Context: an optimization exercise on an open-source flow, tuned for small area and a short achievable clock period. The choices shown serve that exercise and are no tape-out recipe.
RTL that was checked went through simulation tests only; none was proved equivalent to the original.
No activity file was given, so power comes from the tool's default toggle rates.

## north
==> flow/design.v (excerpt) <==
module process(opcode,data,clk,rst,fout);
input [9:0]opcode;
input [4:0]data;
input clk,rst;
output [7:0]fout;
reg [3:0] fc;
reg sd, sh;
reg [2:0] d;
reg [7:0] qa;
reg [7:0] A, O, B;
reg [7:0] R1, R2, R3, R4;
wire [3:0] op = opcode[9:6];
wire [2:0] so = opcode[5:3];
always @(posedge clk) begin
  if (op <= 4'd12) fc <= op;
  sd <= (so == 3'd5);
  sh <= so[2] & so[1];
  d  <= opcode[2:0];
  if (rst) qa <= 8'b0;
  else case (so)
    3'd1: qa <= R1;
    3'd2: qa <= R2;
    3'd3: qa <= R3;
    3'd4: qa <= R4;
    default: qa <= 8'b0;
  endcase
  if (sd) A <= {3'b000, data};
  else if (!sh) A <= qa;
  B <= O;
  case (d)
    3'd0: begin R1 <= 8'b0; R2 <= 8'b0; R3 <= 8'b0; R4 <= 8'b0; end
    3'd1: R1 <= B;
    3'd2: R2 <= B;
    3'd3: R3 <= B;
    3'd4: R4 <= B;
    default: ;
  endcase
end
wire [7:0] a = R1;
wire [7:0] b = A;
function [3:0] dstep;  
  input [2:0] m; input aj; input [3:0] D;
  reg q, b0, b1; reg [2:0] s;
  begin
    q = (m > D[3:1]) | ((m == D[3:1]) & (aj | ~D[0]));
    b0 = ~aj & D[0];
    b1 = (~m[0] & D[1]) | (~m[0] & b0) | (D[1] & b0);
    s = {m[1] ^ D[2] ^ b1, m[0] ^ D[1] ^ b0, aj ^ D[0]};
  ...
==> flow/config.mk <==
export PLATFORM = sky130hd
export DESIGN_NAME = process
export DESIGN_NICKNAME = process
export VERILOG_FILES = /design/flow/design.v
export SDC_FILE = /design/flow/constraint.sdc
export NUM_CORES = 4
export LEC_CHECK = 0
export CAP_MARGIN = 20
export CORE_MARGIN = 2
export CORE_UTILIZATION = 40
export SETUP_SLACK_MARGIN = 3
export SLEW_MARGIN = 20
==> flow/constraint.sdc <==
create_clock -name core_clock -period 7.5 [get_ports {clk}]
set_input_delay 1.5000 -clock core_clock [delete_from_list [all_inputs] [get_ports {clk}]]
set_output_delay 1.5000 -clock core_clock [all_outputs]
set_load 0.01 [all_outputs]
standard.sh (not shown) runs the stock make flow with config.mk's settings and CLKGATE_MAP_FILE= SYNTH_SCRIPT=/design/flow/synth_recipe.tcl, a recipe that flattens the netlist after the stock synthesis.
==> flow/flow/run.sh <==
#!/bin/bash
# Standard layout, but without mapping adders to the slow fa/ha cells, so
# abc can restructure the arithmetic for speed.
set -euo pipefail
bash standard.sh ADDER_MAP_FILE= finish > standard.log 2>&1
Per the final summary, north finished and its layout is clean on timing, DRC and antenna.
Input-level comparison between west and north:
==> flow/run.sh (new file) <==
#!/bin/bash
# synth_recipe.tcl (not shown) runs the flow's synth.tcl, then flattens the netlist and writes it again
# the make line also repeats each setting of config.mk as NAME=value (left out here)
make -C /OpenROAD-flow-scripts/flow DESIGN_CONFIG=/design/flow/config.mk WORK_HOME=/design/flow/orfs CLKGATE_MAP_FILE= SYNTH_SCRIPT=/design/flow/synth_recipe.tcl finish
removed: flow/flow/run.sh
removed: flow/standard.sh
==> run summary <==
Summary — area growth from synthesis to final layout, west relative to north: higher, by 4.2 points.
| fraction of the mapped netlist area in compound gates | west vs north | 7.0 points lower |
west vs. north: non-filler instance count after layout now smaller, number of nets in the layout decreased 45, power drawn by the clock network shows a reduction of 6.9%, area share of xor/xnor cells in the synthesized design went down, combined global-route utilization of all metal layers went down by 0.26 points.
Function was not checked in any run of this note: the RTL went through the layout flow alone.

---

## build 67
Another version of the RTL of process (not shown whole).
Size in the first run: roughly 860 cells after synthesis, about 77 flip-flops, roughly 25 I/O pins, about 5700 um^2 of cells after synthesis.
export LEC_CHECK = 0
export ABC_AREA = 1
export CAP_MARGIN = 20
export CORE_MARGIN = 2
export CORE_UTILIZATION = 65
export CTS_BUF_LIST = sky130_fd_sc_hd__clkbuf_4 sky130_fd_sc_hd__clkbuf_8
export SETUP_SLACK_MARGIN = 4.95
export SLEW_MARGIN = 20
export TNS_END_PERCENT = 0
create_clock -name core_clock -period 7.5 [get_ports {clk}]
==> flow/flow/run.sh <==
#!/bin/bash
# Standard layout with two changes to how it is made:
# - adders are not mapped to the slow fa/ha cells, so abc can restructure
#   the arithmetic for speed;
# - the port buffers are plain buf_2 cells instead of the delay cells that
#   buffer_ports picks on its own.
set -euo pipefail
bash standard.sh ADDER_MAP_FILE= "BUFFER_PORTS_ARGS=-buffer_cell sky130_fd_sc_hd__buf_2" finish > standard.log 2>&1
Build 67 completed every stage of the flow, and the final layout passed the timing, DRC and antenna checks.
--- input diff build 67..build 37 ---
- PLACE_DENSITY: unset -> 0.7
- TNS_END_PERCENT: 0 -> unset
- SETUP_SLACK_MARGIN: 4.95 -> 4.8
- CORE_UTILIZATION: 65 -> 60
Findings:
Build 37 reached the end of the flow, and the finished layout is clean on the timing, DRC and antenna checks.
There was hardly any difference in worst hold slack between build 37 and build 67.
Changes observed in build 37 relative to build 67: number of max-cap violations barely changed; final cell count without fillers went down 12.
Comparing build 67 and build 37, the lower via count is on build 37.
[compare] base=build 67 new=build 37: maximum single-stage delay on the critical path went down 0.24 ns, wire length went down 3.9%, worst reg2reg path depth went up 2.
> inputs changed (build 37 -> build 66)
- CORE_UTILIZATION changed from 60 to 65
- PLACE_DENSITY removed (was 0.7)
- SETUP_SLACK_MARGIN changed from 4.8 to 4.95
## What came out
Switching power summed over all nets for build 66: about 4.6% up relative to build 37. The estimated power of build 66 ends up higher than the estimate for build 37. Build 66 vs. build 37: final layout net count now sits higher, post-CTS setup repair buffer count has increased, area of all placed cells without fillers +about 6%.
--- input diff build 66..build 20 ---
- SETUP_SLACK_MARGIN: 4.95 -> 4.8
## What came out
Each of the runs, namely build 20 and build 66, reached the end of the flow and came out clean.
Total track usage on build 20 is up relative to build 66.
Per the comparison of build 20 with build 66, routed wire length moved down; post-route non-filler standard cell count moved down.
The worst hold slack on build 66 is in line with that on build 20.
Diff build 66 -> build 20: gate count of the mapped netlist roughly the same, switching part of the total power went down 3.4 points, layout buffer count excluding clock buffers went down 35%, power roughly the same.

---

process, a different RTL version from the one above (not shown whole).
For scale: about 85 flip-flops, roughly 25 I/O pins, roughly 5900 sq um of cells after synthesis.
export LEC_CHECK = 0
export CAP_MARGIN = 20
export CORE_MARGIN = 2
export CORE_UTILIZATION = 65
export CTS_BUF_LIST = sky130_fd_sc_hd__clkbuf_4 sky130_fd_sc_hd__clkbuf_8
export SETUP_SLACK_MARGIN = 4.5
export SLEW_MARGIN = 20
create_clock -name core_clock -period 7.5 [get_ports {clk}]
Scripts as last shown in full above: flow/flow/run.sh
==> next run, changes <==
Settings changed: SETUP_SLACK_MARGIN 4.5 to 4.
Effect:
- The new run produced a clean layout
- cell area went down by 7.5%
- wire length went down by 8.0%
- utilization went down by 5.7 points
- die area does not change

---

process with an RTL version that a note above also has.
For scale: ~77 flip-flops, roughly 25 I/O pins, ~5700 µm² of cells after synthesis.
export LEC_CHECK = 0
export ABC_AREA = 1
export CAP_MARGIN = 20
export CORE_MARGIN = 2
export CORE_UTILIZATION = 65
export CTS_BUF_LIST = sky130_fd_sc_hd__clkbuf_8
export CTS_CLUSTER_DIAMETER = 150
export CTS_CLUSTER_SIZE = 40
export SETUP_SLACK_MARGIN = 4.8
export SLEW_MARGIN = 20
create_clock -name core_clock -period 7.5 [get_ports {clk}]
==> flow/flow/run.sh <==
#!/bin/bash
# Standard layout with three changes to how it is made:
# - adders are not mapped to the slow fa/ha cells, so abc can restructure
#   the arithmetic for speed;
# - the port buffers are plain buf_2 cells instead of the delay cells that
#   buffer_ports picks on its own;
# - timing repair does not clone gates.
set -euo pipefail
bash standard.sh ADDER_MAP_FILE= "BUFFER_PORTS_ARGS=-buffer_cell sky130_fd_sc_hd__buf_2" SKIP_GATE_CLONING=1 finish > standard.log 2>&1
Then changed:
==> flow/flow/run.sh (replaced) <==
#!/bin/bash
# Standard layout with two changes to how it is made:
# - adders are not mapped to the slow fa/ha cells, so abc can restructure
#   the arithmetic for speed;
# - the port buffers are plain buf_2 cells instead of the delay cells that
#   buffer_ports picks on its own.
set -euo pipefail
bash standard.sh ADDER_MAP_FILE= "BUFFER_PORTS_ARGS=-buffer_cell sky130_fd_sc_hd__buf_2" finish > standard.log 2>&1
- CORE_UTILIZATION: 65 -> 75
- CTS_BUF_LIST: sky130_fd_sc_hd__clkbuf_8 -> sky130_fd_sc_hd__clkbuf_4 sky130_fd_sc_hd__clkbuf_8
- CTS_CLUSTER_DIAMETER: 150 -> not set
- CTS_CLUSTER_SIZE: 40 -> not set
- PLACE_DENSITY: not set -> 0.8
- SETUP_SLACK_MARGIN: 4.8 -> 4.5
Result: The changed run finished clean. Worst setup slack degrades by 0.38 ns. Worst hold slack gains 0.0044 ns. Area after synthesis is unchanged. Sequential share of layout area went up by 0.99 points. Wire length increases by 16%. Register-to-register slack loses 0.38 ns. Power increases by 1.4%. Core utilization came out higher by 10 points.
Then changed:
==> flow/flow/run.sh (replaced) <==
#!/bin/bash
# Standard layout with three changes to how it is made:
# - adders are not mapped to the slow fa/ha cells, so abc can restructure
#   the arithmetic for speed;
# - the port buffers are plain buf_2 cells instead of the delay cells that
#   buffer_ports picks on its own;
# - timing repair does not clone gates.
set -euo pipefail
bash standard.sh ADDER_MAP_FILE= "BUFFER_PORTS_ARGS=-buffer_cell sky130_fd_sc_hd__buf_2" SKIP_GATE_CLONING=1 finish > standard.log 2>&1
- CORE_UTILIZATION: 75 -> 65
- PLACE_DENSITY: 0.8 -> not set
- SETUP_SLACK_MARGIN: 4.5 -> 4.8
What happened: Wire length is lower by 15%. Setup slack improved by 0.38 ns. Worst hold slack got worse by 0.0048 ns. Critical path depth goes down by 5. Cell area came out higher by 2.4%. Combinational power hardly moves. Flip-flop and latch count does not change. Non-clock buffer count goes up by 8. First-iteration DRC count falls by 43%. Die area rises by 15%. Count of clock-buffer cells in the layout came out higher by 1.
Then changed:
==> flow/flow/run.sh (replaced) <==
#!/bin/bash
# Standard layout with two changes to how it is made:
# - adders are not mapped to the slow fa/ha cells, so abc can restructure
#   the arithmetic for speed;
# - the port buffers are plain buf_2 cells instead of the delay cells that
#   buffer_ports picks on its own.
set -euo pipefail
bash standard.sh ADDER_MAP_FILE= "BUFFER_PORTS_ARGS=-buffer_cell sky130_fd_sc_hd__buf_2" finish > standard.log 2>&1
- SETUP_SLACK_MARGIN: 4.8 -> 4.5
After rerunning:
- The new run completed without violations
- cell count drops by 1.5%
- total power drops by 3.8%
- non-clock buffer count drops by 15
- wire length drops by 0.84%
Then changed:
==> flow/flow/run.sh (replaced) <==
#!/bin/bash
# Standard layout with three changes to how it is made:
# - adders are not mapped to the slow fa/ha cells, so abc can restructure
#   the arithmetic for speed;
# - the port buffers are plain buf_2 cells instead of the delay cells that
#   buffer_ports picks on its own;
# - timing repair does not clone gates.
set -euo pipefail
bash standard.sh ADDER_MAP_FILE= "BUFFER_PORTS_ARGS=-buffer_cell sky130_fd_sc_hd__buf_2" SKIP_GATE_CLONING=1 finish > standard.log 2>&1
- SETUP_SLACK_MARGIN: 4.5 -> 4.9
Global-route usage went up by 2.0 points.
Sequential share of layout area went down by 3.3 points.
Clock power went up slightly.
Final area went up by roughly a tenth.
Setup slack improves by 0.32 ns.
Clock-buffer cell count went up by 1.
Then changed:
==> flow/flow/run.sh (replaced) <==
#!/bin/bash
# Standard layout with two changes to how it is made:
# - adders are not mapped to the slow fa/ha cells, so abc can restructure
#   the arithmetic for speed;
# - the port buffers are plain buf_2 cells instead of the delay cells that
#   buffer_ports picks on its own.
set -euo pipefail
bash standard.sh ADDER_MAP_FILE= "BUFFER_PORTS_ARGS=-buffer_cell sky130_fd_sc_hd__buf_2" finish > standard.log 2>&1
- SETUP_SLACK_MARGIN: 4.9 -> 4.8
- TNS_END_PERCENT: not set -> 0
Result: Via count is lower by 6.2%; critical path depth is higher by 6; die area stays the same; synthesized area stays the same; clock power increases by 8.6%; power drops by about 4%; setup slack degrades by 0.061 ns; global-route usage falls by 1.8 points; final cell count fell by about 2.5%; flip-flop and latch count does not change.

---

## tundra
Starting RTL as in the previous note.
Settings: LEC_CHECK=0, ABC_AREA=1, CAP_MARGIN=20, CORE_MARGIN=2, CORE_UTILIZATION=65, CTS_BUF_LIST=sky130_fd_sc_hd__clkbuf_4 sky130_fd_sc_hd__clkbuf_8, SETUP_SLACK_MARGIN=4.85, SLEW_MARGIN=20; clock period 7.5 ns.
==> flow/flow/run.sh <==
#!/bin/bash
# Standard layout with two changes to how it is made:
# - adders are not mapped to the slow fa/ha cells, so abc can restructure
#   the arithmetic for speed;
# - the port buffers are plain buf_2 cells instead of the delay cells that
#   buffer_ports picks on its own.
set -euo pipefail
bash standard.sh ADDER_MAP_FILE= "BUFFER_PORTS_ARGS=-buffer_cell sky130_fd_sc_hd__buf_2" finish > standard.log 2>&1
Input-level comparison between amber and tundra:
- SETUP_SLACK_MARGIN: 4.85 -> 4.7
Results
- For tundra, the destination of the critical timing path was O[6], unlike amber, where it was O[7].
- Compared with tundra, in amber maximum clock insertion buffer count stayed essentially flat, count of placed standard cells in the final layout, fillers left out stayed essentially flat, total global-route track usage fell by 0.86 points, clock skew stayed essentially flat.
- Route | amber vs tundra | wire shorter in amber
- Cell area shrinks by a few percent when moving from tundra to amber.
diff inputs: amber => lagoon
- a change of SETUP_SLACK_MARGIN from 4.7 to 4.8
- a change of CORE_UTILIZATION from 65 to 70
==> flow/flow/run.sh <==
#!/bin/bash
# Standard layout with three changes to how it is made:
# - adders are not mapped to the slow fa/ha cells, so abc can restructure
#   the arithmetic for speed;
# - the port buffers are plain buf_2 cells instead of the delay cells that
#   buffer_ports picks on its own;
# - timing repair does not clone gates.
set -euo pipefail
bash standard.sh ADDER_MAP_FILE= "BUFFER_PORTS_ARGS=-buffer_cell sky130_fd_sc_hd__buf_2" SKIP_GATE_CLONING=1 finish > standard.log 2>&1
## What came out
lagoon vs. amber: share of the cycle needed by the critical path after routing went up by 1.9 points. amber → lagoon: die area fell by 6.8%; data arrival time of the critical path rose by 190 ps. [compare] base=amber new=lagoon: routed wire length climbed 2800 um; die span in x went down by 3.5%; non-clock buffer count rose by about 10%; met3 routing resource usage after global routing shows an increase of 1.2 points.
Setup changes, lagoon to quartz
- changing SETUP_SLACK_MARGIN from 4.8 to 5
- changing CORE_UTILIZATION from 70 to 65
==> flow/flow/run.sh <==
#!/bin/bash
# Standard layout with two changes to how it is made:
# - adders are not mapped to the slow fa/ha cells, so abc can restructure
#   the arithmetic for speed;
# - the port buffers are plain buf_2 cells instead of the delay cells that
#   buffer_ports picks on its own.
set -euo pipefail
bash standard.sh ADDER_MAP_FILE= "BUFFER_PORTS_ARGS=-buffer_cell sky130_fd_sc_hd__buf_2" finish > standard.log 2>&1
## What came out
Compared with lagoon, in quartz instance count along the most critical hold path has remained practically unchanged; clock-buffer cell count has increased; utilization after layout has decreased; detailed-route vias per instance has decreased; routed wire length has decreased.
The slowest cell on the critical path comes out sky130_fd_sc_hd__nand3b_1 in one run and sky130_fd_sc_hd__a31oi_4 in the other, namely in lagoon and quartz respectively.
Between quartz and lagoon, setup slack after layout is lower for lagoon, quartz comes in above that.
Internal cell power was higher in quartz than in lagoon.
Edits applied to the flow inputs when going from quartz to violet:
- setting CTS_CLUSTER_DIAMETER to 150 for the first time
- setting CTS_CLUSTER_SIZE to 40 for the first time
- changing CTS_BUF_LIST from sky130_fd_sc_hd__clkbuf_4 sky130_fd_sc_hd__clkbuf_8 to sky130_fd_sc_hd__clkbuf_8
- changing SETUP_SLACK_MARGIN from 5 to 4.7
Findings:
- Power in sequential cells: quartz vs violet — no meaningful difference
- Summary: with quartz as the reference, power density over the cells in violet moved up by a few percent.
- In violet, post-synthesis to final-layout area growth is lower than in quartz.
- Total power: violet below quartz
- [compare] base=quartz new=violet: total of fill cells in the finished design rose 133, sequential share of layout area rose 3.0 points, wire length fell about 8%.
- violet: full flow OK, the timing, DRC and antenna checks passed

-- static timing again, ports no longer ideal --
In the flow no input, the clock included, has a driving cell. The finished layouts below were timed again as built, in two steps. Step 1: set_driving_cell puts a clkbuf_16 on clk and a buf_2 on each other input, an assumption about the parent block. Step 2 also shifts input and output timing later by t, the mid clock arrival at the registers, as if the neighbouring blocks saw the same clock. Three values: no drivers, after step 1, after step 2; two values: the first two.
run	shift t [ns]	setup slack, ns	worst setup path at the end	worst register clock-pin slew, ns	worst data-port slew with drivers (ns)
north	0.364	2.371 / 2.371 / 2.371	register to register	0.06 / 0.06	0.04
west	0.359	1.529 / 1.529 / 1.529	register to register	0.06 / 0.06	0.05
build 67	0.380	4.986 / 4.986 / 4.631	input to register	0.08 / 0.08	0.04
build 37	0.379	4.900 / 4.911 / 4.533	input to register	0.09 / 0.09	0.03
build 66	0.370	4.856 / 4.856 / 4.603	input to register	0.09 / 0.09	0.04
build 20	0.380	4.968 / 4.968 / 4.596	input to register	0.08 / 0.08	0.04
the first run of note 3	0.394	4.329 / 4.326 / 3.932	input to register	0.09 / 0.09	0.05
the second run of note 3	0.387	4.145 / 4.155 / 3.768	input to register	0.09 / 0.09	0.03
the first run of note 4	0.381	4.966 / 4.966 / 4.595	input to register	0.09 / 0.09	0.03
the second run of note 4	0.388	4.589 / 4.589 / 4.361	input to register	0.10 / 0.10	0.04
the third run of note 4	0.380	4.966 / 4.972 / 4.592	input to register	0.08 / 0.08	0.03
the fourth run of note 4	0.381	4.646 / 4.646 / 4.489	input to register	0.09 / 0.09	0.03
the fifth run of note 4	0.380	4.971 / 4.982 / 4.602	input to register	0.09 / 0.09	0.03
the sixth run of note 4	0.376	4.910 / 4.910 / 4.592	input to register	0.08 / 0.08	0.04
tundra	0.381	4.962 / 4.962 / 4.592	input to register	0.08 / 0.08	0.04
amber	0.382	4.776 / 4.776 / 4.501	input to register	0.09 / 0.09	0.03
lagoon	0.382	4.633 / 4.639 / 4.257	input to register	0.10 / 0.10	0.04
quartz	0.371	4.884 / 4.882 / 4.511	input to register	0.08 / 0.08	0.04
violet	0.379	4.828 / 4.828 / 4.481	input to register	0.09 / 0.09	0.03
After both steps every run listed still meets setup and hold. For the first run of note 3, which loses most, drivers alone change the setup slack by -0.003 ns; drivers and shift together by -0.397 ns.
